Context: an optimization exercise on an open-source flow, tuned for small area, a short achievable clock period and few clock cycles. The choices shown serve that exercise and are no tape-out recipe.
The clock port is modelled as an ideal driver, which makes a skipped or thinned clock tree look cheaper than it is; a real chip needs a root buffer or a tree.
Power and IR drop assume default switching activity.

Setup of v39:
==> module LBP, before the edit <==
module LBP ( clk, reset, gray_addr, gray_req, gray_ready, gray_data, lbp_addr, lbp_valid, lbp_data, finish);
input   	clk;
input   	reset;
output  reg [13:0] 	gray_addr;
output  reg      	gray_req;
input   	    gray_ready;
input   [7:0] 	gray_data;
output  reg [13:0] 	lbp_addr;
output  reg 	lbp_valid;
output  reg [7:0] 	lbp_data;
output  reg 	finish;
localparam K = 10;
reg        run;       
reg [3:0]  idx;       
reg [3:0]  s;         
reg [6:0]  col;       
reg        cend;      
reg        v1, f1;    
reg        first;     
reg        wrapped;   
wire       last = idx[3] & idx[0];           
wire       step_col = run & last;            
wire       step_strip = step_col & cend;     
wire [3:0] idx_n = !run ? idx : last ? 4'd0 : idx + 4'd1;
wire [3:0] s_p1 = s + 4'd1;
wire [3:0] s_n = step_strip ? s_p1 : s;
wire [6:0] col_n = step_col ? col + 7'd1 : col;
wire [3:0] hi_n = (idx_n[3] | step_strip) ? s_p1 : s;
always @(posedge clk or posedge reset) begin
    if (reset) begin
        run <= 1'b0;
        idx <= 4'd0;
        s <= 4'd0;
        col <= 7'd0;
        cend <= 1'b0;
        first <= 1'b0;
        wrapped <= 1'b0;
    end else begin
        first <= step_col;
        wrapped <= step_strip;
        run <= run | gray_ready;
        idx <= idx_n;
        s <= s_n;
        col <= col_n;
        if (step_col) cend <= (col == 7'd126);
    end
end
wire [2:0] idx_m2 = idx[2:0] - 3'd2;
wire [6:0] lrow = first ? {(wrapped ? s : s_p1), 3'd0} : {s, idx_m2};
wire [6:0] lcol = first ? col - 7'd2 : col - 7'd1;
function [1:0] cmp2;
    input [7:0] a, b;
    reg [7:0] g, p;
    reg g76, p76, g54, p54, g32, p32, g10, p10, g74, p74, g30, p30, gg, pp;
    begin
        g = a & ~b;
        p = a | ~b;
        g76 = g[7] | (p[7] & g[6]);  p76 = p[7] & p[6];
        g54 = g[5] | (p[5] & g[4]);  p54 = p[5] & p[4];
        g32 = g[3] | (p[3] & g[2]);  p32 = p[3] & p[2];
        g10 = g[1] | (p[1] & g[0]);  p10 = p[1] & p[0];
        g74 = g76 | (p76 & g54);     p74 = p76 & p54;
        g30 = g32 | (p32 & g10);     p30 = p32 & p10;
        gg  = g74 | (p74 & g30);     pp  = p74 & p30;
        cmp2 = {gg | pp, ~gg};
    end
endfunction
reg [7:0]  sr [0:K+1];  
reg [2:0]  pb [0:K];    
reg        q5;          
reg        q1;          
reg        q2a, q2b;    
wire [7:0] p  = sr[0];      
wire [7:0] dl = sr[K-1];    
wire [7:0] l  = sr[K];      
wire [7:0] ul = sr[K+1];    
wire p_ge_ul, ul_ge_p, p_ge_l, l_ge_p, p_ge_dl, dl_ge_p, l_ge_ul, ul_ge_l;
assign {p_ge_ul, ul_ge_p} = cmp2(p, ul);
assign {p_ge_l,  l_ge_p}  = cmp2(p, l);
assign {p_ge_dl, dl_ge_p} = cmp2(p, dl);
assign {l_ge_ul, ul_ge_l} = cmp2(l, ul);
integer j;
always @(posedge clk) begin
    sr[0] <= gray_data;
    for (j = 1; j <= K+1; j = j + 1) sr[j] <= sr[j-1];
    pb[0] <= {dl_ge_p, l_ge_p, ul_ge_p};
    for (j = 1; j <= K; j = j + 1) pb[j] <= pb[j-1];
    q5 <= p_ge_l;
    q1 <= ul_ge_l;
    q2a <= p_ge_dl;
    q2b <= q2a;
    gray_req <= run | gray_ready;
    gray_addr <= {hi_n, idx_n[2:0], col_n};
    v1 <= run && (idx[3:1] != 3'd0) && (col[6:1] != 6'd0) && !(s == 4'd15 && idx[3]);
    f1 <= run && cend && (s == 4'd15) && (idx == 4'd7);
    lbp_valid <= v1;
    finish <= f1;
    lbp_addr <= {lrow, lcol};
    lbp_data <= {p_ge_ul, l_ge_ul, pb[K][2], q5, pb[K][1], q2b, q1, pb[K][0]};
end
endmodule
export LEC_CHECK = 0
export CAP_MARGIN = 20
export CORE_MARGIN = 2
export CORE_UTILIZATION = 40
export PLACE_DENSITY = 0.6
export SETUP_SLACK_MARGIN = 2.0
export SLEW_MARGIN = 20
create_clock -name core_clock -period 3.3 [get_ports {clk}]
standard.sh (not shown) runs the stock make flow with config.mk's settings and CLKGATE_MAP_FILE= SYNTH_SCRIPT=/design/flow/synth_recipe.tcl, a recipe that flattens the netlist after the stock synthesis.
==> flow/flow/run.sh <==
#!/bin/bash
# Own layout flow: the standard flow (standard.sh, unchanged synthesis),
# except that the clock tree is one level of clock buffers driven by the
# clock port, built by flow/clock_tree.tcl before CTS (PRE_CTS_TCL hook);
# TritonCTS is skipped. standard.sh's output goes to standard.log; each
# ORFS step keeps its own log under orfs/logs.
set -euo pipefail
cd "$(dirname "$0")/.."
export PRE_CTS_TCL="$(pwd)/flow/clock_tree.tcl"
bash standard.sh > standard.log 2>&1
Other scripts of this flow, unchanged in this note and not shown: flow/flow/clock_tree.tcl
[inputs] v35 vs v39
--- a/flow/design.v
+++ b/flow/design.v
@@ -7,51 +7,43 @@
 input   	    gray_ready;
 input   [7:0] 	gray_data;
 output  reg [13:0] 	lbp_addr;
 output  reg 	lbp_valid;
 output  reg [7:0] 	lbp_data;
 output  reg 	finish;
-localparam K = 10;
+localparam K = 8;
 reg        run;       
-reg [3:0]  idx;       
-reg [3:0]  s;         
-reg [6:0]  col;       
+reg [2:0]  idx;       
+reg        last;      
 reg        cend;      
+reg [6:0]  row, col;  
 reg        v1, f1;    
-reg        first;     
-reg        wrapped;   
-wire       last = idx[3] & idx[0];           
-wire       step_col = run & last;            
-wire       step_strip = step_col & cend;     
-wire [3:0] idx_n = !run ? idx : last ? 4'd0 : idx + 4'd1;
-wire [3:0] s_p1 = s + 4'd1;
-wire [3:0] s_n = step_strip ? s_p1 : s;
-wire [6:0] col_n = step_col ? col + 7'd1 : col;
-wire [3:0] hi_n = (idx_n[3] | step_strip) ? s_p1 : s;
+reg [13:0] la;        
+wire [6:0] row_n = !run ? row :
+                   !last ? row + 7'd1 :
+                   cend ? row - 7'd1 : row - 7'd7;
+wire [6:0] col_n = (run && last) ? col + 7'd1 : col;
 always @(posedge clk or posedge reset) begin
     if (reset) begin
         run <= 1'b0;
-        idx <= 4'd0;
-        s <= 4'd0;
+        idx <= 3'd0;
+        last <= 1'b0;
+        cend <= 1'b0;
+        row <= 7'd0;
         col <= 7'd0;
-        cend <= 1'b0;
-        first <= 1'b0;
-        wrapped <= 1'b0;
     end else begin
-        first <= step_col;
-        wrapped <= step_strip;
         run <= run | gray_ready;
-        idx <= idx_n;
-        s <= s_n;
+        row <= row_n;
         col <= col_n;
-        if (step_col) cend <= (col == 7'd126);
+        if (run) begin
+            idx <= idx + 3'd1;
+            last <= (idx == 3'd6);
+            if (last) cend <= (col == 7'd126);
+        end
     end
 end
-wire [2:0] idx_m2 = idx[2:0] - 3'd2;
-wire [6:0] lrow = first ? {(wrapped ? s : s_p1), 3'd0} : {s, idx_m2};
-wire [6:0] lcol = first ? col - 7'd2 : col - 7'd1;
 function [1:0] cmp2;
     input [7:0] a, b;
     reg [7:0] g, p;
     reg g76, p76, g54, p54, g32, p32, g10, p10, g74, p74, g30, p30, gg, pp;
     begin
         g = a & ~b;
@@ -88,15 +80,16 @@
     for (j = 1; j <= K; j = j + 1) pb[j] <= pb[j-1];
     q5 <= p_ge_l;
     q1 <= ul_ge_l;
     q2a <= p_ge_dl;
     q2b <= q2a;
     gray_req <= run | gray_ready;
-    gray_addr <= {hi_n, idx_n[2:0], col_n};
-    v1 <= run && (idx[3:1] != 3'd0) && (col[6:1] != 6'd0) && !(s == 4'd15 && idx[3]);
-    f1 <= run && cend && (s == 4'd15) && (idx == 4'd7);
+    gray_addr <= {row_n, col_n};
+    v1 <= run && (idx[2] | idx[1]) && (col[6:1] != 6'd0);
+    f1 <= run && last && cend && (row == 7'd127);
     lbp_valid <= v1;
     finish <= f1;
-    lbp_addr <= {lrow, lcol};
+    la <= {row - 7'd1, col - 7'd1};    
+    lbp_addr <= la;
     lbp_data <= {p_ge_ul, l_ge_ul, pb[K][2], q5, pb[K][1], q2b, q1, pb[K][0]};
 end
 endmodule
- v39 vs v35, cell with the largest stage delay on the worst path: sky130_fd_sc_hd__dfrtp_1 vs sky130_fd_sc_hd__dfrtp_2
- Summary of v35 over v39: area added between synthesis and finish saw an increase; clock network power share lower.
- v35 completed end to end with timing, DRC and antenna clean.
- v39 -> v35: wire length on met2 decreased by a few percent
- Changes observed in v35 relative to v39: worst hold slack across all endpoints down 0.0070 ns, wire length per cell up 0.77%.
Function was not checked in any run of this note: the RTL went through the layout flow alone. No run of this note takes its clock network from TritonCTS; it comes from the design's own scripts or RTL.


Another version of the RTL of LBP (not shown whole).
For scale: about 170 flip-flops, roughly 5000 sq um of cells after synthesis.
==> module LBP, before the edit <==
module LBP ( clk, reset, gray_addr, gray_req, gray_ready, gray_data, lbp_addr, lbp_valid, lbp_data, finish);
input   	clk;
input   	reset;
output  reg [13:0] 	gray_addr;
output  reg      	gray_req;
input   	    gray_ready;
input   [7:0] 	gray_data;
output  reg [13:0] 	lbp_addr;
output  reg 	lbp_valid;
output  reg [7:0] 	lbp_data;
output  reg 	finish;
localparam K = 8;
reg        run;       
reg [2:0]  idx;       
reg        last;      
reg        cend;      
reg [6:0]  row, col;  
reg        v1, f1;    
wire [6:0] row_n = !run ? row :
                   !last ? row + 7'd1 :
                   cend ? row - 7'd1 : row - 7'd7;
wire [6:0] col_n = (run && last) ? col + 7'd1 : col;
always @(posedge clk or posedge reset) begin
    if (reset) begin
        run <= 1'b0;
        idx <= 3'd0;
        last <= 1'b0;
        cend <= 1'b0;
        row <= 7'd0;
        col <= 7'd0;
    end else begin
        run <= run | gray_ready;
        row <= row_n;
        col <= col_n;
        if (run) begin
            idx <= idx + 3'd1;
            last <= (idx == 3'd6);
            if (last) cend <= (col == 7'd126);
        end
    end
end
wire       first = (idx == 3'd0);
wire [6:0] lrow = row + (!first ? 7'd126 : (col == 7'd0) ? 7'd0 : 7'd6);
wire [6:0] lcol = col - (first ? 7'd2 : 7'd1);
function [1:0] cmp2;
    input [7:0] a, b;
    reg [7:0] g, p;
    reg g76, p76, g54, p54, g32, p32, g10, p10, g74, p74, g30, p30, gg, pp;
    begin
        g = a & ~b;
        p = a | ~b;
        g76 = g[7] | (p[7] & g[6]);  p76 = p[7] & p[6];
        g54 = g[5] | (p[5] & g[4]);  p54 = p[5] & p[4];
        g32 = g[3] | (p[3] & g[2]);  p32 = p[3] & p[2];
        g10 = g[1] | (p[1] & g[0]);  p10 = p[1] & p[0];
        g74 = g76 | (p76 & g54);     p74 = p76 & p54;
        g30 = g32 | (p32 & g10);     p30 = p32 & p10;
        gg  = g74 | (p74 & g30);     pp  = p74 & p30;
        cmp2 = {gg | pp, ~gg};
    end
endfunction
reg [7:0]  sr [0:K+1];  
reg [2:0]  pb [0:K];    
reg        q5;          
reg        q1;          
reg        q2a, q2b;    
wire [7:0] p  = sr[0];      
wire [7:0] dl = sr[K-1];    
wire [7:0] l  = sr[K];      
wire [7:0] ul = sr[K+1];    
wire p_ge_ul, ul_ge_p, p_ge_l, l_ge_p, p_ge_dl, dl_ge_p, l_ge_ul, ul_ge_l;
assign {p_ge_ul, ul_ge_p} = cmp2(p, ul);
assign {p_ge_l,  l_ge_p}  = cmp2(p, l);
assign {p_ge_dl, dl_ge_p} = cmp2(p, dl);
assign {l_ge_ul, ul_ge_l} = cmp2(l, ul);
integer j;
always @(posedge clk) begin
    sr[0] <= gray_data;
    for (j = 1; j <= K+1; j = j + 1) sr[j] <= sr[j-1];
    pb[0] <= {dl_ge_p, l_ge_p, ul_ge_p};
    for (j = 1; j <= K; j = j + 1) pb[j] <= pb[j-1];
    q5 <= p_ge_l;
    q1 <= ul_ge_l;
    q2a <= p_ge_dl;
    q2b <= q2a;
    gray_req <= run | gray_ready;
    gray_addr <= {row_n, col_n};
    v1 <= run && (idx[2] | idx[1]) && (col[6:1] != 6'd0);
    f1 <= run && last && cend && (row == 7'd127);
    lbp_valid <= v1;
    finish <= f1;
    lbp_addr <= {lrow, lcol};
    lbp_data <= {p_ge_ul, l_ge_ul, pb[K][2], q5, pb[K][1], q2b, q1, pb[K][0]};
end
endmodule
make LEC_CHECK=0 CAP_MARGIN=20 CORE_MARGIN=2 CORE_UTILIZATION=40 CTS_BUF_LIST='sky130_fd_sc_hd__clkbuf_4 sky130_fd_sc_hd__clkbuf_8' CTS_CLUSTER_DIAMETER=100 CTS_CLUSTER_SIZE=40 PLACE_DENSITY=0.6 SETUP_SLACK_MARGIN=1.8 SLEW_MARGIN=20 finish   # period 3.3 ns
run.sh (not shown) runs the stock make flow with config.mk's settings and CLKGATE_MAP_FILE= SYNTH_SCRIPT=/design/flow/synth_recipe.tcl, a recipe that flattens the netlist after the stock synthesis.
Stock flow here: none of the scripts above is used.
Rerun with:
--- a/flow/design.v
+++ b/flow/design.v
@@ -15,9 +15,8 @@
 reg [2:0]  idx;       
 reg        last;      
 reg        cend;      
 reg [6:0]  row, col;  
-reg        v1, f1;    
 wire [6:0] row_n = !run ? row :
                    !last ? row + 7'd1 :
                    cend ? row - 7'd1 : row - 7'd7;
 wire [6:0] col_n = (run && last) ? col + 7'd1 : col;
@@ -39,11 +38,8 @@
             if (last) cend <= (col == 7'd126);
         end
     end
 end
-wire       first = (idx == 3'd0);
-wire [6:0] lrow = row + (!first ? 7'd126 : (col == 7'd0) ? 7'd0 : 7'd6);
-wire [6:0] lcol = col - (first ? 7'd2 : 7'd1);
 function [1:0] cmp2;
     input [7:0] a, b;
     reg [7:0] g, p;
     reg g76, p76, g54, p54, g32, p32, g10, p10, g74, p74, g30, p30, gg, pp;
@@ -59,38 +55,36 @@
         gg  = g74 | (p74 & g30);     pp  = p74 & p30;
         cmp2 = {gg | pp, ~gg};
     end
 endfunction
-reg [7:0]  sr [0:K+1];  
-reg [2:0]  pb [0:K];    
-reg        q5;          
-reg        q1;          
-reg        q2a, q2b;    
-wire [7:0] p  = sr[0];      
-wire [7:0] dl = sr[K-1];    
-wire [7:0] l  = sr[K];      
-wire [7:0] ul = sr[K+1];    
+reg [7:0]  sr [0:K];  
+reg [2:0]  pb [0:K];  
+reg        q5;        
+reg        q1;        
+reg        q2a, q2b;  
+wire [7:0] p  = gray_data;
+wire [7:0] dl = sr[K-2];    
+wire [7:0] l  = sr[K-1];    
+wire [7:0] ul = sr[K];      
 wire p_ge_ul, ul_ge_p, p_ge_l, l_ge_p, p_ge_dl, dl_ge_p, l_ge_ul, ul_ge_l;
 assign {p_ge_ul, ul_ge_p} = cmp2(p, ul);
 assign {p_ge_l,  l_ge_p}  = cmp2(p, l);
 assign {p_ge_dl, dl_ge_p} = cmp2(p, dl);
 assign {l_ge_ul, ul_ge_l} = cmp2(l, ul);
 integer j;
 always @(posedge clk) begin
-    sr[0] <= gray_data;
-    for (j = 1; j <= K+1; j = j + 1) sr[j] <= sr[j-1];
+    sr[0] <= p;
+    for (j = 1; j <= K; j = j + 1) sr[j] <= sr[j-1];
     pb[0] <= {dl_ge_p, l_ge_p, ul_ge_p};
     for (j = 1; j <= K; j = j + 1) pb[j] <= pb[j-1];
     q5 <= p_ge_l;
     q1 <= ul_ge_l;
     q2a <= p_ge_dl;
     q2b <= q2a;
     gray_req <= run | gray_ready;
+    lbp_valid <= run && (idx[2] | idx[1]) && (col[6:1] != 6'd0);
+    finish <= run && last && cend && (row == 7'd127);
     gray_addr <= {row_n, col_n};
-    v1 <= run && (idx[2] | idx[1]) && (col[6:1] != 6'd0);
-    f1 <= run && last && cend && (row == 7'd127);
-    lbp_valid <= v1;
-    finish <= f1;
-    lbp_addr <= {lrow, lcol};
+    lbp_addr <= {row - 7'd1, col - 7'd1};
     lbp_data <= {p_ge_ul, l_ge_ul, pb[K][2], q5, pb[K][1], q2b, q1, pb[K][0]};
 end
 endmodule
=>
- clock power increases by 32%
- critical path depth went down by 8
- cell area decreases by 7.6%
- total power fell by 7.7%
- count of clock-buffer cells in the layout is higher by 1
- routed wire length came out lower by 4.1%
- first-iteration DRC count goes up by 9.5%
- synthesized area came out lower by 3.8%
- setup slack is better by 0.58 ns
- worst hold slack got worse by 0.0040 ns
- global-route usage stays flat
- non-clock buffer count shrinks by 26
- flip-flop and latch count came out lower by 10
- utilization shrinks by 3.0 points
No functional check of the RTL was part of any run of this note.

## what the ideal ports hide
In the flow no input, the clock included, has a driving cell. The finished layouts below were timed again as built, in two steps. Step 1 (the two cells are an assumption about what drives the block):
set clk [get_ports {clk}]
set_driving_cell -lib_cell sky130_fd_sc_hd__clkbuf_16 $clk
set_driving_cell -lib_cell sky130_fd_sc_hd__buf_2 [delete_from_list [all_inputs] $clk]
Step 2 adds t to the input delays and takes it off the output delays; t is the mean of the earliest and latest rising clock arrival at the registers after step 1. Input paths then give back, and output paths get back, about the clock's delay inside the block. Three values: ideal ports, drivers, drivers and shift; two values: the first two.
run	t, ns	slack for setup (ns)	clock arrival spread, ns	worst register clock-pin slew, ns	pins driven straight from the clock port
v39	0.353	1.807 / 1.807 / 1.807	0.016 / 0.016	0.09 / 0.09	4
v35	0.354	1.827 / 1.827 / 1.815	0.021 / 0.021	0.09 / 0.09	4
the first run of note 2	0.472	1.175 / 1.175 / 1.175	0.012 / 0.011	0.09 / 0.09	1
the second run of note 2	0.465	1.753 / 1.719 / 1.377	0.008 / 0.009	0.08 / 0.08	1
After both steps every run listed still meets setup and hold. For the second run of note 2, which loses most, drivers alone change the setup slack by -0.034 ns; drivers and shift together by -0.376 ns.
